What follows belongs to an exercise in optimizing a design on an open flow for small area; a production flow would make more cautious choices.
Where RTL was checked, it was by simulation tests only, not by an equivalence proof against the original.
The flow treats the clock pin as an ideal source, which a real chip does not have.

==> run a <==
Design fir, start of the top module:
module fir (
    input  wire       clk,
    input  wire       rst_n,
    input  wire [3:0] din,
    output wire [3:0] dout
);
Settings: LEC_CHECK=0, CAP_MARGIN=0, CORE_MARGIN=2, CORE_UTILIZATION=72, GPL_TIMING_DRIVEN=0, PLACE_DENSITY=0.85, SLEW_MARGIN=0, SYNTH_HIERARCHICAL=1, SYNTH_MINIMUM_KEEP_SIZE=0; clock period 10.0 ns.
standard.sh (not shown) runs the stock make flow with config.mk's settings and CLKGATE_MAP_FILE= SYNTH_SCRIPT=/design/flow/synth_recipe.tcl, a recipe that flattens the netlist after the stock synthesis.
==> flow/flow/run.sh <==
#!/bin/bash
# Own layout flow: the standard ORFS flow (standard.sh) with smaller port buffers
# and no CTS dummy loads. Everything else, including synthesis, is the standard flow.
set -euo pipefail
bash standard.sh \
  BUFFER_PORTS_ARGS="-buffer_cell sky130_fd_sc_hd__buf_1" \
  CTS_ARGS="-sink_clustering_enable -repair_clock_nets -buf_list sky130_fd_sc_hd__clkbuf_8 -dont_use_dummy_load" \
  finish > standard_flow.log 2>&1
==> run b: changes against run a <==
--- a/flow/design.v
+++ b/flow/design.v
@@ -288,13 +288,13 @@
 assign c319 = c317 & s272;
 fa us320 (.a(s282), .b(c319), .c(s290), .s(s320), .co(c321));
 fa us322 (.a(s296), .b(s300), .c(c321), .s(s322), .co(c323));
 fa us324 (.a(c301), .b(s304), .c(c323), .s(s324), .co(c325));
 fa us326 (.a(c303), .b(c305), .c(c325), .s(s326), .co(c327));
 wire [4:0] q = {c327, s326, s324, s322, s320};
-assign dout_nx = q[4] ? {1'b1, {3{q[3]}} | q[2:0]} : {1'b0, {3{q[3]}} & q[2:0]};
+assign dout_nx = {q[4], ({3{q[4]}} & {3{q[3]}}) | ({3{q[4]}} & q[2:0]) | ({3{q[3]}} & q[2:0])};
 assign dout = dout_r;
 endmodule
 module fa (input wire a, input wire b, input wire c, output wire s, output wire co);
 assign s = a ^ b ^ c;
 assign co = (a & b) | (a & c) | (b & c);
 endmodule
- CORE_UTILIZATION: 72 -> 65
- PLACE_DENSITY: 0.85 -> unset
==> run c: changes against run a <==
--- a/flow/design.v
+++ b/flow/design.v
@@ -111,16 +111,17 @@
 wire s163, s165, s167, s169, s17, s171, s173, s175, s177, s180, s182, s184;
 wire s186, s188, s19, s190, s192, s194, s196, s198, s200, s202, s204, s206;
 wire s208, s21, s210, s212, s215, s217, s219, s221, s223, s225, s227, s229;
 wire s23, s231, s233, s235, s237, s239, s243, s245, s247, s249, s25, s251;
 wire s253, s255, s257, s259, s261, s263, s265, s267, s269, s27, s272, s274;
 wire s276, s278, s280, s282, s284, s286, s29, s290, s292, s294, s296, s3;
-wire s300, s302, s304, s31, s320, s322, s324, s326, s33, s35, s37, s39;
-wire s41, s43, s45, s47, s49, s5, s51, s53, s55, s57, s59, s61;
-wire s63, s65, s67, s69, s7, s71, s76, s78, s80, s82, s84, s86;
-wire s89, s9, s91, s93, s95, s97, s99;
+wire s300, s302, s304, s306, s308, s31, s310, s312, s314, s316, s318, s320;
+wire s322, s324, s326, s33, s35, s37, s39, s41, s43, s45, s47, s49;
+wire s5, s51, s53, s55, s57, s59, s61, s63, s65, s67, s69, s7;
+wire s71, s74, s76, s78, s80, s82, s84, s86, s89, s9, s91, s93;
+wire s95, s97, s99;
 ha us1 (.a(sr2[0]), .b(sr22[0]), .s(s1), .co(c2));
 fa us3 (.a(sr2[1]), .b(sr22[1]), .c(c2), .s(s3), .co(c4));
 fa us5 (.a(sr2[2]), .b(sr22[2]), .c(c4), .s(s5), .co(c6));
 fa us7 (.a(sr2[3]), .b(sr22[3]), .c(c6), .s(s7), .co(c8));
 ha us9 (.a(sr6[0]), .b(sr18[0]), .s(s9), .co(c10));
 fa us11 (.a(sr6[1]), .b(sr18[1]), .c(c10), .s(s11), .co(c12));
@@ -152,12 +153,13 @@
 fa us63 (.a(sr12[3]), .b(s55), .c(c62), .s(s63), .co(c64));
 ha us65 (.a(c56), .b(c64), .s(s65), .co(c66));
 fa us67 (.a(sr3[0]), .b(sr21[0]), .c(s25), .s(s67), .co(c68));
 fa us69 (.a(sr25[0]), .b(s9), .c(s41), .s(s69), .co(c70));
 fa us71 (.a(s49), .b(s69), .c(din[0]), .s(s71), .co(c72));
 assign n73 = ~s71;
+assign s74 = ~(s67 ^ n73);
 assign c75 = s67 | n73;
 fa us76 (.a(sr3[1]), .b(sr21[1]), .c(s1), .s(s76), .co(c77));
 fa us78 (.a(s17), .b(s27), .c(c68), .s(s78), .co(c79));
 fa us80 (.a(s76), .b(s78), .c(c75), .s(s80), .co(c81));
 fa us82 (.a(sr25[1]), .b(s11), .c(s43), .s(s82), .co(c83));
 fa us84 (.a(s51), .b(c70), .c(s82), .s(s84), .co(c85));
@@ -276,19 +278,19 @@
 fa us296 (.a(s294), .b(c281), .c(c283), .s(s296), .co(c297));
 assign n298 = ~c285;
 assign n299 = ~c287;
 fa us300 (.a(n298), .b(n299), .c(c291), .s(s300), .co(c301));
 fa us302 (.a(sr12[3]), .b(c48), .c(c293), .s(s302), .co(c303));
 fa us304 (.a(s302), .b(c295), .c(c297), .s(s304), .co(c305));
-assign c307 = n88 & s80;
-assign c309 = (n109 & c307) | (n109 & s97) | (c307 & s97);
-assign c311 = (n142 & s124) | (n142 & c309) | (s124 & c309);
-assign c313 = (n179 & s159) | (n179 & c311) | (s159 & c311);
-assign c315 = (n214 & s196) | (n214 & c313) | (s196 & c313);
-assign c317 = s245 & c315;
-assign c319 = c317 & s272;
+ha us306 (.a(n88), .b(s80), .s(s306), .co(c307));
+fa us308 (.a(n109), .b(c307), .c(s97), .s(s308), .co(c309));
+fa us310 (.a(n142), .b(s124), .c(c309), .s(s310), .co(c311));
+fa us312 (.a(n179), .b(s159), .c(c311), .s(s312), .co(c313));
+fa us314 (.a(n214), .b(s196), .c(c313), .s(s314), .co(c315));
+ha us316 (.a(s245), .b(c315), .s(s316), .co(c317));
+ha us318 (.a(c317), .b(s272), .s(s318), .co(c319));
 fa us320 (.a(s282), .b(c319), .c(s290), .s(s320), .co(c321));
 fa us322 (.a(s296), .b(s300), .c(c321), .s(s322), .co(c323));
 fa us324 (.a(c301), .b(s304), .c(c323), .s(s324), .co(c325));
 fa us326 (.a(c303), .b(c305), .c(c325), .s(s326), .co(c327));
 wire [4:0] q = {c327, s326, s324, s322, s320};
 assign dout_nx = q[4] ? {1'b1, {3{q[3]}} | q[2:0]} : {1'b0, {3{q[3]}} & q[2:0]};
==> flow/run.sh (new file) <==
#!/bin/bash
# synth_recipe.tcl (not shown) runs the flow's synth.tcl, then flattens the netlist and writes it again
# the make line also repeats each setting of config.mk as NAME=value (left out here)
make -C /OpenROAD-flow-scripts/flow DESIGN_CONFIG=/design/flow/config.mk WORK_HOME=/design/flow/orfs CLKGATE_MAP_FILE= SYNTH_SCRIPT=/design/flow/synth_recipe.tcl finish
- CORE_UTILIZATION: 72 -> 65
- CTS_BUF_LIST: unset -> sky130_fd_sc_hd__clkbuf_8
- PLACE_DENSITY: 0.85 -> unset
removed: flow/flow/run.sh
removed: flow/standard.sh
==> run d: changes against run a <==
==> flow/run.sh (new file) <==
#!/bin/bash
# synth_recipe.tcl (not shown) runs the flow's synth.tcl, then flattens the netlist and writes it again
# the make line also repeats each setting of config.mk as NAME=value (left out here)
make -C /OpenROAD-flow-scripts/flow DESIGN_CONFIG=/design/flow/config.mk WORK_HOME=/design/flow/orfs CLKGATE_MAP_FILE= SYNTH_SCRIPT=/design/flow/synth_recipe.tcl finish
- CORE_UTILIZATION: 72 -> 65
- CTS_BUF_LIST: unset -> sky130_fd_sc_hd__clkbuf_8
- PLACE_DENSITY: 0.85 -> unset
removed: flow/flow/run.sh
removed: flow/standard.sh
==> qor summary <==
metric	run d	run b	run c	run a
Post-placement worst setup slack	1.09 ns	1.53 ns	1.02 ns	1.36 ns
Routed wirelength normalized by instance count	23.9 µm	24.0 µm	24.0 µm	25.3 µm
Well-Tap Cells	108	108	108	102
Starting density of the core	0.668	0.668	0.672	0.747
Largest clock skew in the final design	0.0182 ns	0.0232 ns	0.0127 ns	0.0285 ns
Global-route track usage on met1	0.383	0.372	0.344	0.421
Req. time, crit path	10.27 ns	10.25 ns	10.26 ns	10.22 ns
Worst-Margin Slew	0.447 ns	0.559 ns	0.554 ns	0.444 ns
Detailed-route wire length on metal 1	4330 µm	4220 µm	4040 µm	4150 µm
Cell count after synthesis	284	284	286	284
Post-layout nets	460	461	469	462
Maximum number of pins on one net before global-route repair	76	45	68	39
Core Region	8680 µm²	8680 µm²	8720 µm²	7770 µm²
Area of the die	9700 µm²	9700 µm²	9790 µm²	8790 µm²
Area of the mapped netlist	5800 µm²	5800 µm²	5860 µm²	5800 µm²
Final instance count without filler cells	418	412	419	407
Run status	complete, no violations	complete, no violations	complete, no violations	complete, no violations
Arrival @ worst endpoint	8.79 ns	8.66 ns	8.78 ns	8.74 ns
Post-synthesis net count	439	439	448	439
For run a, run c and run d, only the layout was checked, not whether the RTL still works.

==> 02-09 <==
Another version of the RTL of fir (not shown whole).
Settings: LEC_CHECK=0, CAP_MARGIN=0, CORE_MARGIN=2, CORE_UTILIZATION=65, GPL_TIMING_DRIVEN=0, SLEW_MARGIN=0, SYNTH_HIERARCHICAL=1, SYNTH_MINIMUM_KEEP_SIZE=0; clock period 10.0 ns.
==> flow/flow/run.sh <==
#!/bin/bash
# Own layout flow: the standard ORFS flow (standard.sh, including its synthesis) with
#  - the smallest buffer on the data ports (every port still gets its buffer),
#  - one buf_6 as the reset input buffer (set before repair_design, so no reset buffer tree),
#  - a small hand-built clock tree (pre_cts.tcl) and no CTS dummy loads.
# Each make step's full log stays under orfs/logs/; make's own output goes to standard_flow.log.
set -euo pipefail
bash standard.sh \
  BUFFER_PORTS_ARGS="-buffer_cell sky130_fd_sc_hd__buf_1" \
  PRE_RESIZE_TCL="$PWD/flow/pre_resize.tcl" \
  PRE_CTS_TCL="$PWD/flow/pre_cts.tcl" \
  CTS_ARGS="-sink_clustering_enable -repair_clock_nets -buf_list sky130_fd_sc_hd__clkbuf_16 -dont_use_dummy_load" \
  finish > standard_flow.log 2>&1
==> flow/flow/pre_cts.tcl <==
set CAPS {32 32 32 12}
set CELLS {sky130_fd_sc_hd__clkbuf_16 sky130_fd_sc_hd__clkbuf_16 sky130_fd_sc_hd__clkbuf_16 sky130_fd_sc_hd__clkbuf_8}
set NC [llength $CAPS]
set block [ord::get_db_block]
set pts {}
foreach pin [get_pins -of_objects [get_nets clk]] {
  if {[get_property $pin direction] ne "input"} { continue }
  set inst [[sta::sta_to_db_pin $pin] getInst]
  set bb [$inst getBBox]
  lappend pts [list [expr {([$bb xMin] + [$bb xMax]) / 2.0}] [expr {([$bb yMin] + [$bb yMax]) / 2.0}] $pin]
}
puts "manual_cts: [llength $pts] clock sinks"
# k-means, seeded along x
set xs [lsort -real [lmap p $pts {lindex $p 0}]]
set ys [lmap p $pts {lindex $p 1}]
set ymid [expr {([tcl::mathfunc::min {*}$ys] + [tcl::mathfunc::max {*}$ys]) / 2.0}]
set cen {}
for {set i 0} {$i < $NC} {incr i} {
  lappend cen [list [lindex $xs [expr {int(($i + 0.5) * [llength $xs] / $NC)}]] $ymid]
}
# k-means where group i takes at most [lindex $CAPS $i] sinks
for {set it 0} {$it < 50} {incr it} {
  set pairs {}
  for {set j 0} {$j < [llength $pts]} {incr j} {
    set p [lindex $pts $j]
    for {set i 0} {$i < $NC} {incr i} {
      set c [lindex $cen $i]
      lappend pairs [list [expr {abs([lindex $p 0] - [lindex $c 0]) + abs([lindex $p 1] - [lindex $c 1])}] $j $i]
    }
  }
  set pairs [lsort -real -index 0 $pairs]
  set asg [lrepeat [llength $pts] -1]
  set cnt [lrepeat $NC 0]
  foreach pr $pairs {
    lassign $pr d j i
    if {[lindex $asg $j] >= 0 || [lindex $cnt $i] >= [lindex $CAPS $i]} { continue }
    lset asg $j $i
    lset cnt $i [expr {[lindex $cnt $i] + 1}]
  }
  set grp {}
  for {set i 0} {$i < $NC} {incr i} { lappend grp {} }
  for {set j 0} {$j < [llength $pts]} {incr j} {
    set i [lindex $asg $j]
    lset grp $i [concat [lindex $grp $i] [list [lindex $pts $j]]]
  }
  set cen {}
  foreach g $grp {
    set sx 0; set sy 0
    foreach p $g { set sx [expr {$sx + [lindex $p 0]}]; set sy [expr {$sy + [lindex $p 1]}] }
    set n [expr {max(1, [llength $g])}]
    lappend cen [list [expr {$sx / $n}] [expr {$sy / $n}]]
  }
}
set dbu [$block getDbUnitsPerMicron]
for {set i 0} {$i < $NC} {incr i} {
  set g [lindex $grp $i]
  set c [lindex $cen $i]
  set pins [lmap p $g {lindex $p 2}]
  puts "manual_cts: group $i: [llength $pins] sinks at [expr {[lindex $c 0] / $dbu}] [expr {[lindex $c 1] / $dbu}]"
  insert_buffer -buffer_cell [lindex $CELLS $i] -net clk -load_pins $pins \
    -location [list [expr {[lindex $c 0] / $dbu}] [expr {[lindex $c 1] / $dbu}]] \
    -buffer_name manual_clkbuf_$i -net_name manual_clknet_$i
}
Other scripts of this flow, unchanged in this note and not shown: flow/flow/pre_resize.tcl
==> inputs of 11-13, as changes to 02-09 <==
==> flow/flow/pre_cts.tcl (replaced) <==
# Manual clock tree: split the flip-flops into NC groups by position (k-means) and
# drive each group from one clkbuf_16 at the group's centre, fed straight from the
# clock port (NC <= 4 pins on the port). CTS then runs on what is left.
set NC 3
set block [ord::get_db_block]
set pts {}
foreach pin [get_pins -of_objects [get_nets clk]] {
  if {[get_property $pin direction] ne "input"} { continue }
  set pn [get_full_name $pin]
  set inst [$block findInst [string range $pn 0 [expr {[string last "/" $pn] - 1}]]]
  set bb [$inst getBBox]
  lappend pts [list [expr {([$bb xMin] + [$bb xMax]) / 2.0}] [expr {([$bb yMin] + [$bb yMax]) / 2.0}] $pin]
}
puts "manual_cts: [llength $pts] clock sinks"
# k-means, seeded along x
set xs [lsort -real [lmap p $pts {lindex $p 0}]]
set ys [lmap p $pts {lindex $p 1}]
set ymid [expr {([tcl::mathfunc::min {*}$ys] + [tcl::mathfunc::max {*}$ys]) / 2.0}]
set cen {}
for {set i 0} {$i < $NC} {incr i} {
  lappend cen [list [lindex $xs [expr {int(($i + 0.5) * [llength $xs] / $NC)}]] $ymid]
}
for {set it 0} {$it < 50} {incr it} {
  set grp {}
  for {set i 0} {$i < $NC} {incr i} { lappend grp {} }
  foreach p $pts {
    set best 0; set bd 1e30
    for {set i 0} {$i < $NC} {incr i} {
      set c [lindex $cen $i]
      set d [expr {abs([lindex $p 0] - [lindex $c 0]) + abs([lindex $p 1] - [lindex $c 1])}]
      if {$d < $bd} { set bd $d; set best $i }
    }
    lset grp $best [concat [lindex $grp $best] [list $p]]
  }
  set cen {}
  foreach g $grp {
    set sx 0; set sy 0
    foreach p $g { set sx [expr {$sx + [lindex $p 0]}]; set sy [expr {$sy + [lindex $p 1]}] }
    set n [expr {max(1, [llength $g])}]
    lappend cen [list [expr {$sx / $n}] [expr {$sy / $n}]]
  }
}
set dbu [$block getDbUnitsPerMicron]
for {set i 0} {$i < $NC} {incr i} {
  set g [lindex $grp $i]
  set c [lindex $cen $i]
  set pins [lmap p $g {lindex $p 2}]
  puts "manual_cts: group $i: [llength $pins] sinks at [expr {[lindex $c 0] / $dbu}] [expr {[lindex $c 1] / $dbu}]"
  insert_buffer -buffer_cell sky130_fd_sc_hd__clkbuf_16 -net clk -load_pins $pins \
    -location [list [expr {[lindex $c 0] / $dbu}] [expr {[lindex $c 1] / $dbu}]] \
    -buffer_name manual_clkbuf_$i -net_name manual_clknet_$i
}
==> notes <==
11-13 never finished: it broke off in 4_1_cts. 02-09 finished with timing, DRC and antenna clean. Area after synthesis is the same in 02-09 and 11-13. Synthesized cell count is the same in 02-09 and 11-13.

-- port drivers added, routing unchanged --
Ports are ideal in the flow. The routed layouts listed here were re-timed in OpenROAD. Step 1 sets driving cells, clkbuf_16 on the clock port and buf_2 on the other inputs (assumed; they add their load-dependent delay and slew). Step 2, shift: input delay + t, output delay - t, t = (earliest + latest rising clock arrival at the registers) / 2. This alone moves slack from input paths to output paths. a / b / c = ideal / step 1 / step 2; a / b = the first two.
| run | shift t [ns] | setup slack, ns | hold slack, ns | worst setup path at the end |
|---|---|---|---|---|
| run a | 0.385 | 1.480 / 1.480 / 1.389 | 0.358 / 0.358 / 0.358 | input to register |
| run b | 0.391 | 1.592 / 1.592 / 1.530 | 0.340 / 0.340 / 0.340 | input to register |
| run c | 0.395 | 1.485 / 1.495 / 1.100 | 0.358 / 0.358 / 0.358 | input to register |
| run d | 0.402 | 1.484 / 1.492 / 1.090 | 0.358 / 0.358 / 0.358 | input to register |
| 02-09 | 0.332 | 2.113 / 2.113 / 2.113 | 0.225 / 0.224 / 0.224 | register to register |
After both steps setup and hold are still met in every run listed. The setup slack of run d, which loses most, moves by +0.008 ns with the drivers and by -0.394 ns with both steps.
